This is an optimization exercise on Yosys and OpenROAD, whose aim is small area and a short achievable clock period, not a production implementation. Function was checked by simulation only, so behaviour that the tests miss may differ from the original.

## flow/design.v (module list and top-level ports; edited modules follow where they fit)
// module goertzel_filter: 1841 lines
// module gz_fa: 4 lines
// module gz_maj: 3 lines
// module gz_ha: 4 lines
module goertzel_filter
  (input  [13:0] input_signal,
   input  clk,
   input  rst,
   output [39:0] magnitude);
  // ...
==> flow/run.sh <==
#!/bin/bash
# synth_recipe.tcl (not shown) runs the flow's synth.tcl, then flattens the netlist and writes it again
# the make line also repeats each setting of config.mk as NAME=value (left out here)
make -C /OpenROAD-flow-scripts/flow DESIGN_CONFIG=/design/flow/config.mk WORK_HOME=/design/flow/orfs CLKGATE_MAP_FILE= SYNTH_SCRIPT=/design/flow/synth_recipe.tcl finish
==> flow/config.mk <==
export PLATFORM = sky130hd
export DESIGN_NAME = goertzel_filter
export DESIGN_NICKNAME = goertzel_filter
export VERILOG_FILES = /design/flow/design.v
export SDC_FILE = /design/flow/constraint.sdc
export NUM_CORES = 4
export LEC_CHECK = 0
export CAP_MARGIN = 20
export CORE_MARGIN = 2
export CORE_UTILIZATION = 40
export SLEW_MARGIN = 20
export SYNTH_HIERARCHICAL = 1
export SYNTH_MINIMUM_KEEP_SIZE = 0
==> flow/constraint.sdc <==
create_clock -name core_clock -period 45.0 [get_ports {clk}]
set_input_delay 9.0000 -clock core_clock [delete_from_list [all_inputs] [get_ports {clk}]]
set_output_delay 9.0000 -clock core_clock [all_outputs]
set_load 0.01 [all_outputs]
==> reports/summary.log, run 1 <==
qor: yosys.area_fraction_in_compound_gates_after_synthesis 6.289%
qor: outcome.outcome no timing/DRC/antenna violations
qor: timing.setup_tns 0 ns
qor: clock_network.cts_max_level 3
qor: die.ios 56
qor: cells_and_area.multi_input_area 18230 µm²
qor: cells_and_area.clock_cell_share 1.439%
qor: drt.antenna_violating_nets_post_route 0
qor: cells_and_area.num-nonclk-inverters 228
qor: worst_setup_path.cp-endpoint mag[34]
qor: drt.detail_route.wl_per_cell 20.66 µm
qor: yosys.synth_xor_area_share 3.366%
qor: timing.clock-skew-final 0.01439 ns
qor: die.num_tap_cells 688
qor: yosys.synth.yosys.warnings 7
qor: run.max_cap_violations 0
qor: drt.routed_wirelength 53130 µm
qor: clock_network.buffers_from_clock_root_to_sink_at_most 2
qor: clock_network.post_cts.resized_instances 0
qor: drt.drcViolationCount 0
qor: cells_and_area.dominant_cells multi-input combinational cells
qor: drt.top_layer_used met4
qor: timing.final-max-slew-violation-count 0
qor: cells_and_area.sh_seq_area 8.503%
qor: cells_and_area.multi_input_cells 1489
qor: yosys.asyncSetResetFlopFracSynth 50.70%
qor: global_routing.grt_busiest_layer met2
qor: cells_and_area.bufAreaShareNonClock 3.178%
qor: worst_setup_path.worstSetupEndpointType register
qor: timing.fin_crit 19.24 ns
qor: yosys.synth_cell_types 66
qor: yosys.post-synth-top-count-cell sky130_fd_sc_hd__fa_1
qor: timing.setup_repair_after_global_routing_missed_its_margin no
qor: worst_setup_path.worstRegToRegCells 56
qor: timing.final_number_of_hold_violating_endpoints 0
==> run 2, diff against run 1 <==
==> flow/flow/run.sh (new file) <==
#!/bin/bash
set -euo pipefail
bash standard.sh SETUP_SLACK_MARGIN=26 finish > orfs_make.log 2>&1
==> flow/standard.sh (new file) <==
#!/bin/bash
# synth_recipe.tcl (not shown) runs the flow's synth.tcl, then flattens the netlist and writes it again
# the make line also repeats each setting of config.mk as NAME=value (left out here)
make -C /OpenROAD-flow-scripts/flow DESIGN_CONFIG=/design/flow/config.mk WORK_HOME=/design/flow/orfs CLKGATE_MAP_FILE= SYNTH_SCRIPT=/design/flow/synth_recipe.tcl "${@:-finish}"
removed: flow/run.sh
==> reports/summary.log, run 2 <==
qor: outcome.outcome no timing/DRC/antenna violations [unchanged]
qor: clock_network.worst_skew_pair.late_latency 0.39 ns [about the same]
qor: clock_network.post_cts_hold_buffer_count 0 [unchanged]
qor: timing.fin_crit 18.63 ns [was 19.24 ns]
qor: worst_hold_path.hold_path_class reg2reg [unchanged]
qor: run.max_cap_violations 0 [unchanged]
qor: yosys.synth.top_cells.by_area sky130_fd_sc_hd__fa_1 52%, sky130_fd_sc_hd__ha_1 13%, sky130_fd_sc_hd__edfxtp_1 5.0% [unchanged]
qor: timing.clock-skew-final 0.01440 ns [was 0.01439 ns]
qor: drt.vias_per_cell 5.258 [was 5.257]
qor: cells_and_area.top_flop_regs mag x35, q1 x18, q2 x18 [unchanged]
qor: worst_setup_path.critical_path.max_fanout 18 [unchanged]
qor: yosys.synthesis.instances 1827 [unchanged]
qor: yosys.synth_commonest_cells 548 x sky130_fd_sc_hd__fa_1, 227 x sky130_fd_sc_hd__inv_1, 223 x sky130_fd_sc_hd__ha_1 [unchanged]
qor: yosys.synth.yosys.warnings 7 [unchanged]
qor: yosys.synth_top_cell_area_share 51.68% [unchanged]
qor: clock_network.cts_tree yes [unchanged]
qor: worst_setup_path.cpMostUsedCell sky130_fd_sc_hd__fa_1 [unchanged]
qor: yosys.synth_largest_area_cell sky130_fd_sc_hd__fa_1 [unchanged]
qor: worst_setup_path.cp_slowest_cell sky130_fd_sc_hd__clkdlybuf4s50_1 [unchanged]
qor: drt.detail_route.wl_per_cell 20.68 µm [was 20.66 µm]
qor: timing.finalCritPeriodShare 41.40% [was 42.75%]
qor: timing.setup_viol_count_final 0 [unchanged]
qor: cells_and_area.area_delta_synth_final 8.529% [was 8.146%]
qor: worst_setup_path.critical_path.startpoint_type primary input [unchanged]
qor: worst_setup_path.critical_path_class in2reg [unchanged]
qor: cells_and_area.finish.utilization 43.84% [was 43.68%]
qor: global_routing.first_global_vias 15590 [was 15600]
qor: yosys.number_of_flip_flops_and_latches_in_the_synthesized_netlist 71 [unchanged]
qor: cells_and_area.fraction_of_final_layout_cells_sized_beyond_drive_strength_1 6.240% [was 5.467%]
qor: worst_setup_path.worst_ep_arrival_time 18.78 ns [was 19.38 ns]
qor: drt.drcViolationCount 0 [unchanged]
qor: clock_network.cts_buffers 9 [unchanged]
qor: yosys.synth_top_family_by_area adder cells [unchanged]
qor: yosys.syn_area_per_cell 11.62 µm² [unchanged]
qor: timing.setup_repair_after_global_routing_missed_its_margin yes [was no]
qor: timing.timing.hold.ws 0.6214 ns [was 0.6402 ns]
qor: yosys.synthSimpleGateAreaFrac 9.254% [unchanged]
qor: placed_design.io_buffer_count 50 [unchanged]
qor: yosys.synthFlopType sky130_fd_sc_hd__dfrtp_1 [unchanged]
qor: cells_and_area.regMostFlops mag [unchanged]
qor: die.die_area 54920 µm² [unchanged]
qor: placed_design.placedCellCount 2556 [unchanged]
qor: yosys.number_of_enable_flip_flop_cells_after_synthesis 35 [unchanged]
qor: die.die_height 234.4 µm [unchanged]
qor: clock_network.clkTransAtPathRegs 0.07 ns [about the same]
qor: timing.worst_pin_slew 0.9659 ns [was 1.107 ns]
qor: die.core 52550 µm² [unchanged]
qor: die.die-width 234.4 µm [unchanged]
qor: placed_design.gp_congestion 0.9057 [unchanged]
qor: timing.final-max-slew-violation-count 0 [unchanged]
qor: worst_setup_path.slowest_delay 0.75 ns [about the same]
qor: die.ios 56 [unchanged]
qor: cells_and_area.antenna_cell_count 0 [unchanged]
qor: yosys.asyncSetResetFlopFracSynth 50.70% [unchanged]
qor: yosys.synth.mux.area_fraction 0.05305% [unchanged]
qor: global_routing.grt_overflow 0 [unchanged]
qor: die.initial_core_util 40.39% [unchanged]
qor: cells_and_area.most_frequent_standard_cell_in_the_layout_excluding_fill_and_tap_cells sky130_fd_sc_hd__fa_1 [unchanged]
qor: yosys.area_fraction_in_compound_gates_after_synthesis 6.289% [unchanged]
qor: yosys.post-synth-top-count-cell sky130_fd_sc_hd__fa_1 [unchanged]
qor: cells_and_area.largest_reg_flops 35 [unchanged]
qor: worst_setup_path.critical_path_required 45.15 ns [about the same]
qor: drt.antenna_violating_nets_post_route 0 [unchanged]
qor: yosys.netlist_area 21230 µm² [unchanged]
qor: drt.routed_wirelength 53330 µm [was 53130 µm]
qor: cells_and_area.layout.cells.non_filler 2579 [was 2572]
qor: timing.max_clock_freq 0.05368 GHz [was 0.05198 GHz]
qor: drt.via_count 13560 [was 13520]
qor: yosys.synth_cell_types 66 [unchanged]
qor: timing.final_number_of_hold_violating_endpoints 0 [unchanged]
qor: cells_and_area.nNetsFinal 2673 [was 2666]
qor: yosys.synth_xor_area_share 3.366% [unchanged]
qor: yosys.yosysSeqAreaShare 9.195% [unchanged]
qor: placed_design.detailed_place_hpwl 43450 µm [unchanged]
qor: timing.setup_tns 0 ns [unchanged]
qor: global_routing.pin_count_of_the_biggest_net_entering_global_routing 72 [unchanged]
qor: worst_setup_path.worstSetupEndpointType register [unchanged]
qor: yosys.adder_and_majority_cell_fraction_of_the_synthesized_area 66.79% [unchanged]
qor: clock_network.cts_max_level 3 [unchanged]
qor: drt.dr.first_iter.drc_count 728 [was 702]
qor: clock_network.clock-sinks 71 [unchanged]
qor: die.core.rowCount 84 [unchanged]
qor: drt.detail_route.first_pass.iterations 5 [unchanged]
qor: global_routing.gr-usage-all-layers 21.19% [was 21.20%]
qor: cells_and_area.layout_common_cells 545 x sky130_fd_sc_hd__fa_1, 226 x sky130_fd_sc_hd__inv_1, 223 x sky130_fd_sc_hd__ha_1 [was 548 x sky130_fd_sc_hd__fa_1, 226 x sky130_fd_sc_hd__inv_1, 223 x sky130_fd_sc_hd__ha_1]
qor: clock_network.clk_root_buffer_cell sky130_fd_sc_hd__clkbuf_16 [unchanged]
qor: global_routing.antenna_found_initial 0 [unchanged]
qor: global_routing.grt_first_pass_wirelength 87510 µm [was 87550 µm]
qor: timing.timing.slew.headroom 35.14% [was 25.45%]
qor: clock_network.buffers_from_clock_root_to_sink_at_most 2 [unchanged]
[run 2: cell counts after synthesis]
Identical to the previous run, type by type.
[run 2: Yosys stat by module (local to each module, per instance)]
module / flops+latches / cell area (µm²) / cells inside
gz_fa: 0 / 20.02 / 1
goertzel_filter: 71 / 8879 / 1164
gz_maj: 0 / 11.26 / 1
gz_ha: 0 / 12.51 / 1
[run 2: path summary, 6_finish.rpt]
kind / startpoint / endpoint / slack [ns] / cells past startpoint
setup reg to reg: q1[0] / mag[34] / 26.54 / 57
setup / recovery: input_signal[12] / mag[34] / 26.37 / 29
hold reg to reg: q1[2] / q2[2] / 0.62 / 0
min in group asynchronous: rst / q1[3] / 9.13 / 3
hold / removal: q1[2] / q2[2] / 0.62 / 0
max in group asynchronous: rst / q1[1] / 35.35 / 3
[run 2: worst max-delay path, delay by kind of cell]
family | cells | cell delay, ns
AO/OA/AOI/OAI | 9 | 2.26
adder cells (fa/ha/maj) | 12 | 5.44
buffers and inverters | 1 | 0.75
AND/OR/NAND/NOR | 7 | 1.30
[run 2: through the flow]
| step | area, µm² | setup WS (ns) |
|---|---|---|
| floorplan | 21250 | 27.29 |
| finish | 23040 | 26.37 |
| global placement | 22620 | 25.58 |
| global route | 23040 | 25.85 |
| CTS | 22960 | 26.01 |
| detailed placement | 22620 | 25.45 |
[run 2: cell type report]
type,instances,area (µm²)
flip-flops and latches,71,1954
well taps,688,860.8
multi-input cells,1489,18250
inverters,228,857.1
clock buffers,14,295.3
fillers,4927,29510
clock inverters,2,35.03
repair buffers,87,782.0
[run 2: what timing repair did]
| action | CTS | global route |
|---|---|---|
| gates resized for setup | 3 | 8 |
| endpoints found under the setup margin | 2 | 10 |
| buffers inserted | 0 | 7 |
| hold endpoints to repair | 0 | 0 |
| gates cloned | 0 | 0 |
| pin swaps | 0 | 2 |
[run 2: logic make-up (layout without fill, tap and decap cells)]
logic type               Yosys count  count (layout)
other                              1               6
buffers and inverters            272             331
XOR/XNOR                          79              79
AO/OA/AOI/OAI                    192             192
AND/OR/NAND/NOR                  403             403
adder cells (fa/ha/maj)          808             808
flip-flops                        71              71
multiplexers                       1               1
[run 2: per-layer routing]
layer / track usage, % / up-vias / routed length [µm]
met1: 27.92 / 7235 / 23080
met3: 2.383 / 68 / 1964
li1: - / 5944 / -
met5: 0 / - / 0
met4: 7.095 / 0 / 1374
met2: 36.46 / 313 / 26910
==> run 3, diff against run 2 <==
==> flow/flow/run.sh (replaced) <==
#!/bin/bash
set -euo pipefail
bash standard.sh SETUP_SLACK_MARGIN=29 finish > orfs_make.log 2>&1
==> reports/summary.log, run 3 <==
qor: outcome.outcome no timing/DRC/antenna violations [unchanged]
qor: worst_setup_path.critical_path.max_fanout 7 [was 18]
qor: drt.drcViolationCount 0 [unchanged]
qor: die.initial_core_util 40.39% [unchanged]
qor: worst_setup_path.worst_ep_arrival_time 17.46 ns [was 18.78 ns]
qor: yosys.synth_commonest_cells 548 x sky130_fd_sc_hd__fa_1, 227 x sky130_fd_sc_hd__inv_1, 223 x sky130_fd_sc_hd__ha_1 [unchanged]
qor: cells_and_area.finish.utilization 47.20% [was 43.84%]
qor: clock_network.clk_root_buffer_cell sky130_fd_sc_hd__clkbuf_16 [unchanged]
qor: cells_and_area.layout_common_cells 503 x sky130_fd_sc_hd__fa_1, 221 x sky130_fd_sc_hd__inv_1, 201 x sky130_fd_sc_hd__ha_1 [was 545 x sky130_fd_sc_hd__fa_1, 226 x sky130_fd_sc_hd__inv_1, 223 x sky130_fd_sc_hd__ha_1]
qor: yosys.synth.top_cells.by_area sky130_fd_sc_hd__fa_1 52%, sky130_fd_sc_hd__ha_1 13%, sky130_fd_sc_hd__edfxtp_1 5.0% [unchanged]
qor: placed_design.io_buffer_count 50 [unchanged]
qor: cells_and_area.regMostFlops mag [unchanged]
qor: drt.antenna_violating_nets_post_route 0 [unchanged]
qor: yosys.number_of_flip_flops_and_latches_in_the_synthesized_netlist 71 [unchanged]
qor: placed_design.post-place-ws 26.01 ns [was 25.45 ns]
qor: die.die_area 54920 µm² [unchanged]
qor: timing.setup_viol_count_final 0 [unchanged]
qor: worst_setup_path.worstReg2RegEnd mag[34] [unchanged]
qor: yosys.yosysSeqAreaShare 9.195% [unchanged]
qor: global_routing.grt_first_pass_wirelength 90270 µm [was 87510 µm]
qor: clock_network.worst_skew_pair.late_latency 0.40 ns [was 0.39 ns]
qor: worst_setup_path.cp_slowest_cell sky130_fd_sc_hd__fa_1 [was sky130_fd_sc_hd__clkdlybuf4s50_1]
qor: yosys.synth_largest_area_cell sky130_fd_sc_hd__fa_1 [unchanged]
qor: worst_setup_path.worstRegToRegCells 55 [was 57]
qor: timing.worst_pin_slew 1.012 ns [was 0.9659 ns]
qor: yosys.post-synth-top-count-cell sky130_fd_sc_hd__fa_1 [unchanged]
qor: global_routing.grt_overflow 0 [unchanged]
qor: timing.max_clock_freq 0.05776 GHz [was 0.05368 GHz]
qor: yosys.synthFlopType sky130_fd_sc_hd__dfrtp_1 [unchanged]
qor: timing.timing.slew.headroom 32.56% [was 35.14%]
qor: cells_and_area.most_frequent_standard_cell_in_the_layout_excluding_fill_and_tap_cells sky130_fd_sc_hd__fa_1 [unchanged]
qor: cells_and_area.top_flop_regs mag x35, q1 x18, q2 x18 [unchanged]
qor: cells_and_area.area_delta_synth_final 16.86% [was 8.529%]
qor: global_routing.gr-usage-all-layers 21.97% [was 21.19%]
qor: worst_hold_path.min_delay_path_depth 0 [unchanged]
qor: global_routing.first_global_vias 15970 [was 15590]
qor: yosys.synthesis.instances 1827 [unchanged]
qor: timing.clock-skew-final 0.02083 ns [was 0.01440 ns]
qor: worst_hold_path.hold_path_class reg2reg [unchanged]
qor: clock_network.clkTransAtPathRegs 0.06 ns [was 0.07 ns]
qor: worst_setup_path.worstSetupEndpointType register [unchanged]
qor: global_routing.antenna_found_initial 0 [unchanged]
qor: clock_network.cts_buffers 9 [unchanged]
qor: timing.final_number_of_hold_violating_endpoints 0 [unchanged]
qor: yosys.synth_cell_types 66 [unchanged]
qor: worst_setup_path.cpMostUsedCell sky130_fd_sc_hd__fa_1 [unchanged]
qor: placed_design.gp_congestion 0.9098 [was 0.9057]
qor: worst_hold_path.worstHoldEndpoint q2[3] [was q2[2]]
qor: timing.fin_crit 17.31 ns [was 18.63 ns]
qor: cells_and_area.antenna_cell_count 0 [unchanged]
qor: worst_setup_path.timing.reg2reg.setup_slack 28.04 ns [was 26.54 ns]
qor: yosys.syn_area_per_cell 11.62 µm² [unchanged]
qor: worst_hold_path.min_from q1[3] [was q1[2]]
qor: timing.final-max-slew-violation-count 0 [unchanged]
qor: yosys.netlist_area 21230 µm² [unchanged]
qor: drt.routed_wirelength 56140 µm [was 53330 µm]
qor: timing.finalWorstSetupSlack 27.69 ns [was 26.37 ns]
qor: drt.detail_route.wl_per_cell 21.01 µm [was 20.68 µm]
qor: yosys.asyncSetResetFlopFracSynth 50.70% [unchanged]
qor: die.die-width 234.4 µm [unchanged]
qor: worst_setup_path.critical_path_class in2reg [unchanged]
qor: worst_setup_path.worst_r2r_startpoint q1[0] [unchanged]
qor: worst_setup_path.critical_path.startpoint_type primary input [unchanged]
qor: drt.via_count 14120 [was 13560]
qor: cells_and_area.final.fill_count 4783 [was 4927]
qor: cells_and_area.fraction_of_final_layout_cells_sized_beyond_drive_strength_1 18.40% [was 6.240%]
qor: drt.vias_per_cell 5.283 [was 5.258]
qor: timing.setup_repair_after_global_routing_missed_its_margin yes [unchanged]
qor: drt.detail_route.first_pass.iterations 5 [unchanged]
qor: clock_network.cts_max_level 3 [unchanged]
qor: clock_network.post_cts_hold_buffer_count 0 [unchanged]
qor: drt.dr.first_iter.drc_count 744 [was 728]
qor: worst_setup_path.slowest_delay 0.56 ns [was 0.75 ns]
qor: timing.finalCritPeriodShare 38.47% [was 41.40%]
qor: die.die_height 234.4 µm [unchanged]
qor: worst_setup_path.critical_path_required 45.14 ns [was 45.15 ns]
qor: cells_and_area.nNetsFinal 2766 [was 2673]
qor: global_routing.pin_count_of_the_biggest_net_entering_global_routing 72 [unchanged]
qor: die.core 52550 µm² [unchanged]
qor: yosys.synth.yosys.warnings 7 [unchanged]
qor: clock_network.buffers_from_clock_root_to_sink_at_most 2 [unchanged]
qor: cells_and_area.largest_reg_flops 35 [unchanged]
qor: timing.setup_tns 0 ns [unchanged]
qor: clock_network.clock-sinks 71 [unchanged]
qor: die.ios 56 [unchanged]
qor: yosys.number_of_enable_flip_flop_cells_after_synthesis 35 [unchanged]
qor: clock_network.cts_tree yes [unchanged]
qor: die.core.rowCount 84 [unchanged]
qor: run.max_cap_violations 0 [unchanged]
qor: yosys.synth_top_cell_area_share 51.68% [unchanged]
qor: placed_design.detailed_place_hpwl 43500 µm [was 43450 µm]
## run 3: changes by cell type in the layout (fill, tap and decap cells not counted), sizes merged
| cell | delta |
|---|---|
| buf | +101 |
| bufbuf | +1 |
| bufinv | -1 |
| clkbuf | -1 |
| clkdlybuf4s50 | -12 |
| dlygate4sd2 | +3 |
| inv | +2 |
## run 3: metrics by stage
step	cells	instance area [µm²]	hold slack [ns]
finish	2672	24810	0.6001
global route	2672	24810	0.6049
CTS	2637	24200	0.5994
detailed placement	2561	22920	0.6140
global placement	2561	22920	0.6212
floorplan	1832	21520	0.4565
## run 3: what timing repair did
item / CTS / global route
gates cloned: 1 / 0
buffers inserted: 59 / 35
endpoints found under the hold margin: 0 / 0
endpoints found under the setup margin: 22 / 22
gates resized for setup: 167 / 71
pin swaps: 72 / 51
## run 3: routing by layer
metal | routed length [µm] | track usage [%]
met5 | 0 | 0
met4 | 1745 | 8.156
met3 | 3084 | 3.660
met2 | 27970 | 37.37
met1 | 23350 | 28.22
## run 3: logic make-up after synthesis
group / count (synthesis) / synth area share, %
DFF: 71 / 9.195
buffers and inverters: 272 / 5.034
AOI/OAI and AO/OA: 192 / 6.290
muxes: 1 / 0.05305
other: 1 / 0.01767
adders and majority gates: 808 / 66.79
xor gates and xnor gates: 79 / 3.366
and+or+nand+nor: 403 / 9.254
## run 3: layout make-up
class / count / area, µm² / share of cell area [%]
Timing Repair Buffer: 180 / 1670 / 6.734
Inverter: 228 / 869.6 / 3.506
Clock buffer: 13 / 281.5 / 1.135
Sequential cell: 71 / 1962 / 7.909
Clock inverter: 3 / 21.27 / 0.08575
Multi-Input combinational cell: 1489 / 19140 / 77.16
Tap cell: 688 / 860.8 / 3.470
## run 3: worst max path at each step
| stage | from | endpoint | slack, ns | cells past startpoint |
|---|---|---|---|---|
| 4_1_cts | input_signal[8] | mag[34] | 27.70 | 33 |
| 3_3_place_gp | input_signal[12] | mag[34] | 26.10 | 29 |
| 5_1_grt | input_signal[11] | mag[34] | 27.42 | 30 |
| 6_report | input_signal[10] | mag[34] | 27.69 | 30 |
| 3_5_place_dp | input_signal[12] | mag[34] | 26.01 | 29 |
| 2_1_floorplan | input_signal[12] | mag[34] | 27.68 | 29 |
## run 3: Yosys stat by module (local to each module, per instance)
module | cell area [µm²] | times used | cells | flops+latches
gz_maj | 11.26 | 37 | 1 | 0
gz_ha | 12.51 | 80 | 1 | 0
goertzel_filter | 8879 | 1 | 1164 | 71
gz_fa | 20.02 | 546 | 1 | 0
## run 3: critical path: cells and delay by family
kind                       cells  cell delay, ns
AOI/OAI and AO/OA              9            1.85
and+or+nand+nor                7            1.18
adders and majority gates     12            5.10
buffers and inverters          2            0.31
==> run 4, diff against run 3 <==
==> flow/flow/run.sh (replaced) <==
#!/bin/bash
set -euo pipefail
bash standard.sh SETUP_SLACK_MARGIN=27.5 finish > orfs_make.log 2>&1
==> reports/summary.log, run 4 <==
qor: global_routing.grt_first_pass_wirelength 88800 µm [was 90270 µm]
qor: clock_network.clk_root_buffer_cell sky130_fd_sc_hd__clkbuf_16 [unchanged]
qor: cells_and_area.finish.utilization 45.39% [was 47.20%]
qor: yosys.asyncSetResetFlopFracSynth 50.70% [unchanged]
qor: run.max_cap_violations 0 [unchanged]
qor: outcome.outcome no timing/DRC/antenna violations [unchanged]
qor: clock_network.cts_max_level 3 [unchanged]
qor: worst_setup_path.worst_r2r_startpoint q1[0] [unchanged]
qor: drt.dr.first_iter.drc_count 909 [was 744]
qor: timing.fin_crit 17.45 ns [was 17.31 ns]
qor: yosys.synth.top_cells.by_area sky130_fd_sc_hd__fa_1 52%, sky130_fd_sc_hd__ha_1 13%, sky130_fd_sc_hd__edfxtp_1 5.0% [unchanged]
qor: worst_setup_path.slowest_delay 0.57 ns [was 0.56 ns]
qor: worst_setup_path.critical_path.startpoint_type primary input [unchanged]
qor: clock_network.cts_tree yes [unchanged]
qor: worst_hold_path.worstHoldEndpoint q2[2] [was q2[3]]
qor: timing.worst_pin_slew 1.027 ns [was 1.012 ns]
qor: worst_setup_path.cpMostUsedCell sky130_fd_sc_hd__fa_1 [unchanged]
qor: yosys.synth_largest_area_cell sky130_fd_sc_hd__fa_1 [unchanged]
qor: worst_setup_path.timing.reg2reg.setup_slack 27.82 ns [was 28.04 ns]
qor: cells_and_area.antenna_cell_count 0 [unchanged]
qor: global_routing.grt_busiest_layer met2 [unchanged]
qor: clock_network.buffers_from_clock_root_to_sink_at_most 2 [unchanged]
qor: cells_and_area.layout_common_cells 525 x sky130_fd_sc_hd__fa_1, 221 x sky130_fd_sc_hd__inv_1, 209 x sky130_fd_sc_hd__ha_1 [was 503 x sky130_fd_sc_hd__fa_1, 221 x sky130_fd_sc_hd__inv_1, 201 x sky130_fd_sc_hd__ha_1]
qor: worst_setup_path.critical_path_class in2reg [unchanged]
qor: global_routing.grt_overflow 0 [unchanged]
qor: global_routing.groute.layer.met2.usage 36.97% [was 37.37%]
qor: global_routing.first_global_vias 15810 [was 15970]
qor: drt.routed_wirelength 54620 µm [was 56140 µm]
qor: global_routing.gr-usage-all-layers 21.48% [was 21.97%]
qor: die.ios 56 [unchanged]
qor: yosys.synth_commonest_cells 548 x sky130_fd_sc_hd__fa_1, 227 x sky130_fd_sc_hd__inv_1, 223 x sky130_fd_sc_hd__ha_1 [unchanged]
qor: drt.vias_per_cell 5.255 [was 5.283]
qor: yosys.number_of_flip_flops_and_latches_in_the_synthesized_netlist 71 [unchanged]
qor: clock_network.cts_buffers 9 [unchanged]
qor: worst_setup_path.critical_path_required 45.14 ns [about the same]
qor: yosys.netlist_area 21230 µm² [unchanged]
qor: placed_design.io_buffer_count 50 [unchanged]
qor: drt.drcViolationCount 0 [unchanged]
qor: die.die-width 234.4 µm [unchanged]
qor: drt.antenna_violating_nets_post_route 0 [unchanged]
qor: worst_setup_path.cp_slowest_cell sky130_fd_sc_hd__fa_1 [unchanged]
qor: clock_network.clock-sinks 71 [unchanged]
qor: worst_hold_path.min_delay_path_depth 0 [unchanged]
qor: global_routing.pin_count_of_the_biggest_net_entering_global_routing 37 [was 72]
qor: clock_network.clkTransAtPathRegs 0.06 ns [about the same]
qor: clock_network.worst_skew_pair.late_latency 0.39 ns [was 0.40 ns]
qor: timing.finalCritPeriodShare 38.78% [was 38.47%]
qor: die.initial_core_util 40.39% [unchanged]
qor: global_routing.global_route.usage.met1 28.32% [was 28.22%]
qor: yosys.number_of_enable_flip_flop_cells_after_synthesis 35 [unchanged]
qor: die.die_area 54920 µm² [unchanged]
qor: timing.timing.slew.headroom 31.05% [was 32.56%]
qor: yosys.synth_cell_types 66 [unchanged]
qor: worst_setup_path.worstReg2RegEnd mag[34] [unchanged]
qor: placed_design.gp_congestion 0.8947 [was 0.9098]
qor: yosys.syn_area_per_cell 11.62 µm² [unchanged]
qor: global_routing.antenna_found_initial 0 [unchanged]
qor: die.die_height 234.4 µm [unchanged]
qor: yosys.synth_top_cell_area_share 51.68% [unchanged]
qor: cells_and_area.most_frequent_standard_cell_in_the_layout_excluding_fill_and_tap_cells sky130_fd_sc_hd__fa_1 [unchanged]
qor: timing.max_clock_freq 0.05730 GHz [was 0.05776 GHz]
qor: timing.clock-skew-final 0.009524 ns [was 0.02083 ns]
qor: timing.setup_repair_after_global_routing_missed_its_margin yes [unchanged]
qor: worst_setup_path.critical_path.max_fanout 8 [was 7]
qor: yosys.synthFlopType sky130_fd_sc_hd__dfrtp_1 [unchanged]
qor: cells_and_area.nNetsFinal 2723 [was 2766]
qor: cells_and_area.top_flop_regs mag x35, q1 x18, q2 x18 [unchanged]
qor: drt.detail_route.first_pass.iterations 5 [unchanged]
qor: die.core 52550 µm² [unchanged]
qor: die.core.rowCount 84 [unchanged]
qor: timing.setup_viol_count_final 0 [unchanged]
qor: worst_hold_path.hold_path_class reg2reg [unchanged]
qor: cells_and_area.fraction_of_final_layout_cells_sized_beyond_drive_strength_1 12.63% [was 18.40%]
qor: placed_design.detailed_place_hpwl 43570 µm [was 43500 µm]
qor: drt.via_count 13810 [was 14120]
qor: cells_and_area.area_delta_synth_final 12.37% [was 16.86%]
qor: timing.setup_tns 0 ns [unchanged]
qor: timing.final-max-slew-violation-count 0 [unchanged]
qor: yosys.synth.yosys.warnings 7 [unchanged]
qor: worst_hold_path.min_from q1[2] [was q1[3]]
qor: yosys.post-synth-top-count-cell sky130_fd_sc_hd__fa_1 [unchanged]
qor: yosys.synthesis.instances 1827 [unchanged]
qor: cells_and_area.largest_reg_flops 35 [unchanged]
qor: worst_setup_path.worst_ep_arrival_time 17.59 ns [was 17.46 ns]
qor: timing.final_number_of_hold_violating_endpoints 0 [unchanged]
qor: cells_and_area.regMostFlops mag [unchanged]
qor: drt.detail_route.wl_per_cell 20.78 µm [was 21.01 µm]
qor: clock_network.post_cts_hold_buffer_count 0 [unchanged]
qor: yosys.yosysSeqAreaShare 9.195% [unchanged]
qor: worst_setup_path.worstRegToRegCells 58 [was 55]
qor: worst_setup_path.worstSetupEndpointType register [unchanged]
qor: global_routing.grtUsageMet3 2.712% [was 3.660%]
run 4: cell types whose count changed in the layout (fill, tap and decap cells not counted), sizes merged:
cell          delta
bufbuf           -1
dlygate4sd2      -1
inv              -3
buf             -46
clkinvlp         +1
clkbuf           +5
dlymetal6s2s     +1
run 4: per-layer routing:
metal	vias to the layer above	wire, µm
met4	0	1470
met1	7353	23700
li1	6052	-
met3	77	2312
met5	-	0
met2	329	27140
run 4: layout make-up:
type                            count  area, µm²
Timing Repair Buffer              137       1194
Sequential cell                    71       1956
Fill cell                        4851      28700
Clock inverter                      1      5.005
Multi-Input combinational cell   1489      18710
Tap cell                          688      860.8
Inverter                          228      860.8
Clock buffer                       14      264.0
run 4: logic make-up (layout without fill, tap and decap cells):
group	after synthesis	after routing	share of synthesized area [%]
simple gates	403	403	9.254
mux	1	1	0.05305
buf+inv	272	380	5.034
flops	71	71	9.195
compound gates	192	192	6.290
fa+ha+maj	808	808	66.79
xor+xnor	79	79	3.366
other cells	1	6	0.01767
run 4: repair_timing:
| item | CTS | global route |
|---|---|---|
| setup endpoints to repair | 20 | 13 |
| endpoints found under the hold margin | 0 | 0 |
| pin swaps | 22 | 42 |
| gates resized for setup | 90 | 65 |
| cloned | 0 | 0 |
| setup buffers | 33 | 22 |
run 4: worst max path at each step:
stage	end	from	slack, ns
after detailed placement	mag[29]	input_signal[12]	25.59
final	mag[34]	input_signal[12]	27.55
after global placement	mag[33]	input_signal[12]	25.77
after CTS	mag[34]	input_signal[9]	27.50
after global routing	mag[34]	input_signal[12]	27.34
after floorplan	mag[34]	input_signal[12]	27.52
run 4: per-stage QoR:
stage	instance area, µm²	hold WS [ns]	worst slack, ns	std cells
2_1_floorplan	21290	0.4565	27.52	1832
3_3_place_gp	22680	0.6266	25.77	2558
3_5_place_dp	22680	0.6212	25.59	2558
4_1_cts	23480	0.6060	27.50	2606
5_1_grt	23850	0.5418	27.34	2628
6_report	23850	0.5338	27.55	2628
run 4: critical path, delay by kind of cell:
| kind | cells | cell delay [ns] |
|---|---|---|
| compound gates | 9 | 1.89 |
| fa+ha+maj | 12 | 5.21 |
| buf+inv | 2 | 0.27 |
| simple gates | 7 | 1.20 |
run 4: per-module statistics from Yosys (local to each module, per instance):
module	cell area, µm²	times used	cells inside
goertzel_filter	8879	1	1164
gz_fa	20.02	546	1
gz_ha	12.51	80	1
gz_maj	11.26	37	1
==> run 5, diff against run 4 <==
==> flow/flow/run.sh (replaced) <==
#!/bin/bash
set -euo pipefail
bash standard.sh SETUP_SLACK_MARGIN=28 finish > orfs_make.log 2>&1
==> reports/summary.log, run 5 <==
qor: outcome.outcome no timing/DRC/antenna violations [unchanged]
qor: clock_network.clkTransAtPathRegs 0.06 ns [about the same]
qor: cells_and_area.regMostFlops mag [unchanged]
qor: worst_setup_path.critical_path_required 45.20 ns [was 45.14 ns]
qor: timing.setup_tns 0 ns [unchanged]
qor: clock_network.clock-sinks 71 [unchanged]
qor: clock_network.cts_max_level 3 [unchanged]
qor: timing.finalCritPeriodShare 38.78% [about the same]
qor: die.initial_core_util 40.39% [unchanged]
qor: global_routing.grt_overflow 0 [unchanged]
qor: worst_setup_path.critical_path.startpoint_type primary input [unchanged]
qor: cells_and_area.most_frequent_standard_cell_in_the_layout_excluding_fill_and_tap_cells sky130_fd_sc_hd__fa_1 [unchanged]
qor: yosys.synth_largest_area_cell sky130_fd_sc_hd__fa_1 [unchanged]
qor: yosys.number_of_flip_flops_and_latches_in_the_synthesized_netlist 71 [unchanged]
qor: drt.wirelength_met1 23730 µm [was 23700 µm]
qor: cells_and_area.layout_common_cells 523 x sky130_fd_sc_hd__fa_1, 220 x sky130_fd_sc_hd__inv_1, 203 x sky130_fd_sc_hd__ha_1 [was 525 x sky130_fd_sc_hd__fa_1, 221 x sky130_fd_sc_hd__inv_1, 209 x sky130_fd_sc_hd__ha_1]
qor: placed_design.io_buffer_count 50 [unchanged]
qor: timing.final-max-slew-violation-count 0 [unchanged]
qor: drt.antenna_violating_nets_post_route 0 [unchanged]
qor: clock_network.buffers_from_clock_root_to_sink_at_most 2 [unchanged]
qor: clock_network.cts_buffers 9 [unchanged]
qor: cells_and_area.finish.utilization 46.03% [was 45.39%]
qor: cells_and_area.largest_reg_flops 35 [unchanged]
qor: drt.dr.first_iter.drc_count 759 [was 909]
qor: cells_and_area.fraction_of_final_layout_cells_sized_beyond_drive_strength_1 15.21% [was 12.63%]
qor: yosys.synth.yosys.warnings 7 [unchanged]
qor: worst_setup_path.worst_r2r_startpoint q1[0] [unchanged]
qor: worst_setup_path.worstRegToRegCells 58 [unchanged]
qor: run.max_cap_violations 0 [unchanged]
qor: worst_hold_path.hold_path_class reg2reg [unchanged]
qor: drt.top_layer_used met4 [unchanged]
qor: timing.setup_repair_after_global_routing_missed_its_margin yes [unchanged]
qor: global_routing.gr-usage-all-layers 21.84% [was 21.48%]
qor: drt.vias_per_cell 5.314 [was 5.255]
qor: cells_and_area.register_area 1957 µm² [was 1956 µm²]
qor: placed_design.detailed_place_hpwl 43250 µm [was 43570 µm]
qor: timing.worst_pin_slew 1.188 ns [was 1.027 ns]
qor: worst_setup_path.worst_ep_arrival_time 17.65 ns [was 17.59 ns]
qor: timing.fin_crit 17.45 ns [about the same]
qor: timing.timing.slew.headroom 20.21% [was 31.05%]
qor: worst_setup_path.worstSetupEndpointType register [unchanged]
qor: die.die_height 234.4 µm [unchanged]
qor: worst_hold_path.worstHoldEndpoint q2[3] [was q2[2]]
qor: yosys.synthesis.instances 1827 [unchanged]
qor: cells_and_area.final.fill_count 4742 [was 4851]
qor: global_routing.first_global_vias 16090 [was 15810]
qor: yosys.synth.top_cells.by_area sky130_fd_sc_hd__fa_1 52%, sky130_fd_sc_hd__ha_1 13%, sky130_fd_sc_hd__edfxtp_1 5.0% [unchanged]
qor: worst_setup_path.worstReg2RegEnd mag[30] [was mag[34]]
qor: yosys.syn_area_per_cell 11.62 µm² [unchanged]
qor: timing.final_number_of_hold_violating_endpoints 0 [unchanged]
qor: yosys.synthFlopType sky130_fd_sc_hd__dfrtp_1 [unchanged]
qor: worst_setup_path.critical_path_class in2reg [unchanged]
qor: drt.met2WireLength 27760 µm [was 27140 µm]
qor: worst_hold_path.min_from q1[3] [was q1[2]]
qor: drt.detail_route.wl_per_cell 21.08 µm [was 20.78 µm]
qor: drt.via_count 14070 [was 13810]
qor: cells_and_area.area_delta_synth_final 13.96% [was 12.37%]
qor: yosys.netlist_area 21230 µm² [unchanged]
qor: global_routing.pin_count_of_the_biggest_net_entering_global_routing 72 [was 37]
qor: yosys.post-synth-top-count-cell sky130_fd_sc_hd__fa_1 [unchanged]
qor: timing.clock-skew-final 0.01154 ns [was 0.009524 ns]
qor: drt.routed_wirelength 55790 µm [was 54620 µm]
qor: yosys.synth_commonest_cells 548 x sky130_fd_sc_hd__fa_1, 227 x sky130_fd_sc_hd__inv_1, 223 x sky130_fd_sc_hd__ha_1 [unchanged]
qor: yosys.synth_cell_types 66 [unchanged]
qor: yosys.synth_top_cell_area_share 51.68% [unchanged]
qor: cells_and_area.top_flop_regs mag x35, q1 x18, q2 x18 [unchanged]
qor: die.die-width 234.4 µm [unchanged]
qor: die.ios 56 [unchanged]
qor: global_routing.grt_first_pass_wirelength 90700 µm [was 88800 µm]
qor: clock_network.post_cts_hold_buffer_count 0 [unchanged]
qor: worst_setup_path.cpMostUsedCell sky130_fd_sc_hd__buf_6 [was sky130_fd_sc_hd__fa_1]
qor: worst_setup_path.timing.reg2reg.setup_slack 27.77 ns [was 27.82 ns]
qor: clock_network.worst_skew_pair.late_latency 0.39 ns [about the same]
qor: placed_design.gp_congestion 0.9121 [was 0.8947]
qor: drt.drcViolationCount 0 [unchanged]
qor: timing.max_clock_freq 0.05731 GHz [was 0.05730 GHz]
qor: worst_setup_path.slowest_delay 0.54 ns [was 0.57 ns]
qor: yosys.number_of_enable_flip_flop_cells_after_synthesis 35 [unchanged]
qor: die.core 52550 µm² [unchanged]
qor: worst_hold_path.min_delay_path_depth 0 [unchanged]
qor: cells_and_area.antenna_cell_count 0 [unchanged]
qor: clock_network.clk_root_buffer_cell sky130_fd_sc_hd__clkbuf_16 [unchanged]
qor: die.core.rowCount 84 [unchanged]
qor: global_routing.antenna_found_initial 1 [was 0]
qor: cells_and_area.nNetsFinal 2741 [was 2723]
qor: yosys.asyncSetResetFlopFracSynth 50.70% [unchanged]
qor: drt.detail_route.first_pass.iterations 5 [unchanged]
qor: drt.detail_route_met3_wl 2862 µm [was 2312 µm]
qor: yosys.yosysSeqAreaShare 9.195% [unchanged]
qor: worst_setup_path.critical_path.max_fanout 5 [was 8]
qor: die.die_area 54920 µm² [unchanged]
qor: cells_and_area.multi_input_area 18830 µm² [was 18710 µm²]
qor: timing.setup_viol_count_final 0 [unchanged]
qor: worst_setup_path.cp_slowest_cell sky130_fd_sc_hd__fa_2 [was sky130_fd_sc_hd__fa_1]
qor: clock_network.cts_tree yes [unchanged]
-- run 5: cell counts after synthesis --
Identical to the previous run, type by type.
-- run 5: worst max path at each step --
| stage | to | startpoint |
|---|---|---|
| floorplan | mag[34] | input_signal[12] |
| global placement | mag[34] | input_signal[12] |
| detailed placement | mag[34] | input_signal[12] |
| CTS | mag[34] | input_signal[12] |
| global route | mag[34] | input_signal[12] |
| finish | mag[30] | input_signal[12] |
-- run 5: critical path, delay by kind of cell --
family	cells	cell delay, ns
adder cells (fa/ha/maj)	12	5.20
AO/OA/AOI/OAI	6	1.17
buffers and inverters	9	1.09
AND/OR/NAND/NOR	7	0.91
XOR/XNOR	1	0.23
-- run 5: routing by layer --
metal / track usage [%] / up-vias
li1: - / 6087
met1: 29.28 / 7520
met2: 37.32 / 381
met3: 2.444 / 79
met4: 6.702 / 0
met5: 0 / -
-- run 5: Yosys stat by module (local to each module, per instance) --
module	flops+latches	copies in the design	cell area, µm²
gz_maj	0	37	11.26
goertzel_filter	71	1	8879
gz_fa	0	546	20.02
gz_ha	0	80	12.51
-- run 5: timing repair --
| item | in CTS | in global routing |
|---|---|---|
| cloned | 0 | 1 |
| resized for setup | 160 | 37 |
| pin swaps | 60 | 34 |
| setup buffers | 50 | 20 |
| endpoints found under the setup margin | 21 | 16 |
-- run 5: layout make-up --
type                            count  share of cell area (%)
Clock buffer                        9                  0.9311
Clock inverter                      7                  0.2172
Inverter                          228                   3.600
Multi-Input combinational cell   1489                   77.86
Sequential cell                    71                   8.090
Tap cell                          688                   3.559
Timing Repair Buffer              155                   5.747
-- run 5: cell families (layout without fill, tap and decap cells) --
kind of cell / count (synthesis) / after routing / synth area share, %
other: 1 / 6 / 0.01767
DFF: 71 / 71 / 9.195
and+or+nand+nor: 403 / 403 / 9.254
xor gates and xnor gates: 79 / 79 / 3.366
muxes: 1 / 1 / 0.05305
AOI/OAI and AO/OA: 192 / 192 / 6.290
adders and majority gates: 808 / 808 / 66.79
buffers and inverters: 272 / 399 / 5.034
-- run 5: per-stage QoR --
stage / instances / hold slack (ns) / area, µm² / setup slack (ns)
final: 2647 / 0.6045 / 24190 / 27.55
after global routing: 2647 / 0.6144 / 24190 / 27.28
after CTS: 2625 / 0.6013 / 23860 / 27.61
after detailed placement: 2559 / 0.6024 / 22770 / 25.80
after global placement: 2559 / 0.5936 / 22770 / 26.00
after floorplan: 1832 / 0.4565 / 21400 / 27.68

afterwards: timing with drivers on the ports:
How much do the figures lean on ideal ports? The routed layouts below were timed once more, with nothing changed but the port constraints. Step 1 assumes that a clkbuf_16 drives the clock port and a buf_2 every other input. Step 2 also shifts input and output timing later by t, the mid clock arrival at the registers, as if the neighbouring blocks saw the same clock. Slacks: ideal / step 1 / step 2; pairs: ideal / step 1.
| run | t, ns | setup WS [ns] | worst setup path at the end | worst data-port slew with drivers (ns) |
|---|---|---|---|---|
| run 1 | 0.442 | 25.763 / 25.788 / 25.346 | input to register | 0.04 |
| run 2 | 0.441 | 26.371 / 26.395 / 25.955 | input to register | 0.04 |
| run 3 | 0.448 | 27.687 / 27.708 / 27.261 | input to register | 0.07 |
| run 4 | 0.440 | 27.548 / 27.552 / 27.112 | input to register | 0.07 |
| run 5 | 0.438 | 27.551 / 27.558 / 27.120 | input to register | 0.06 |
After both steps setup and hold are still met in every run listed. The setup slack of run 4, which loses most, moves by +0.004 ns with the drivers and by -0.436 ns with both steps.
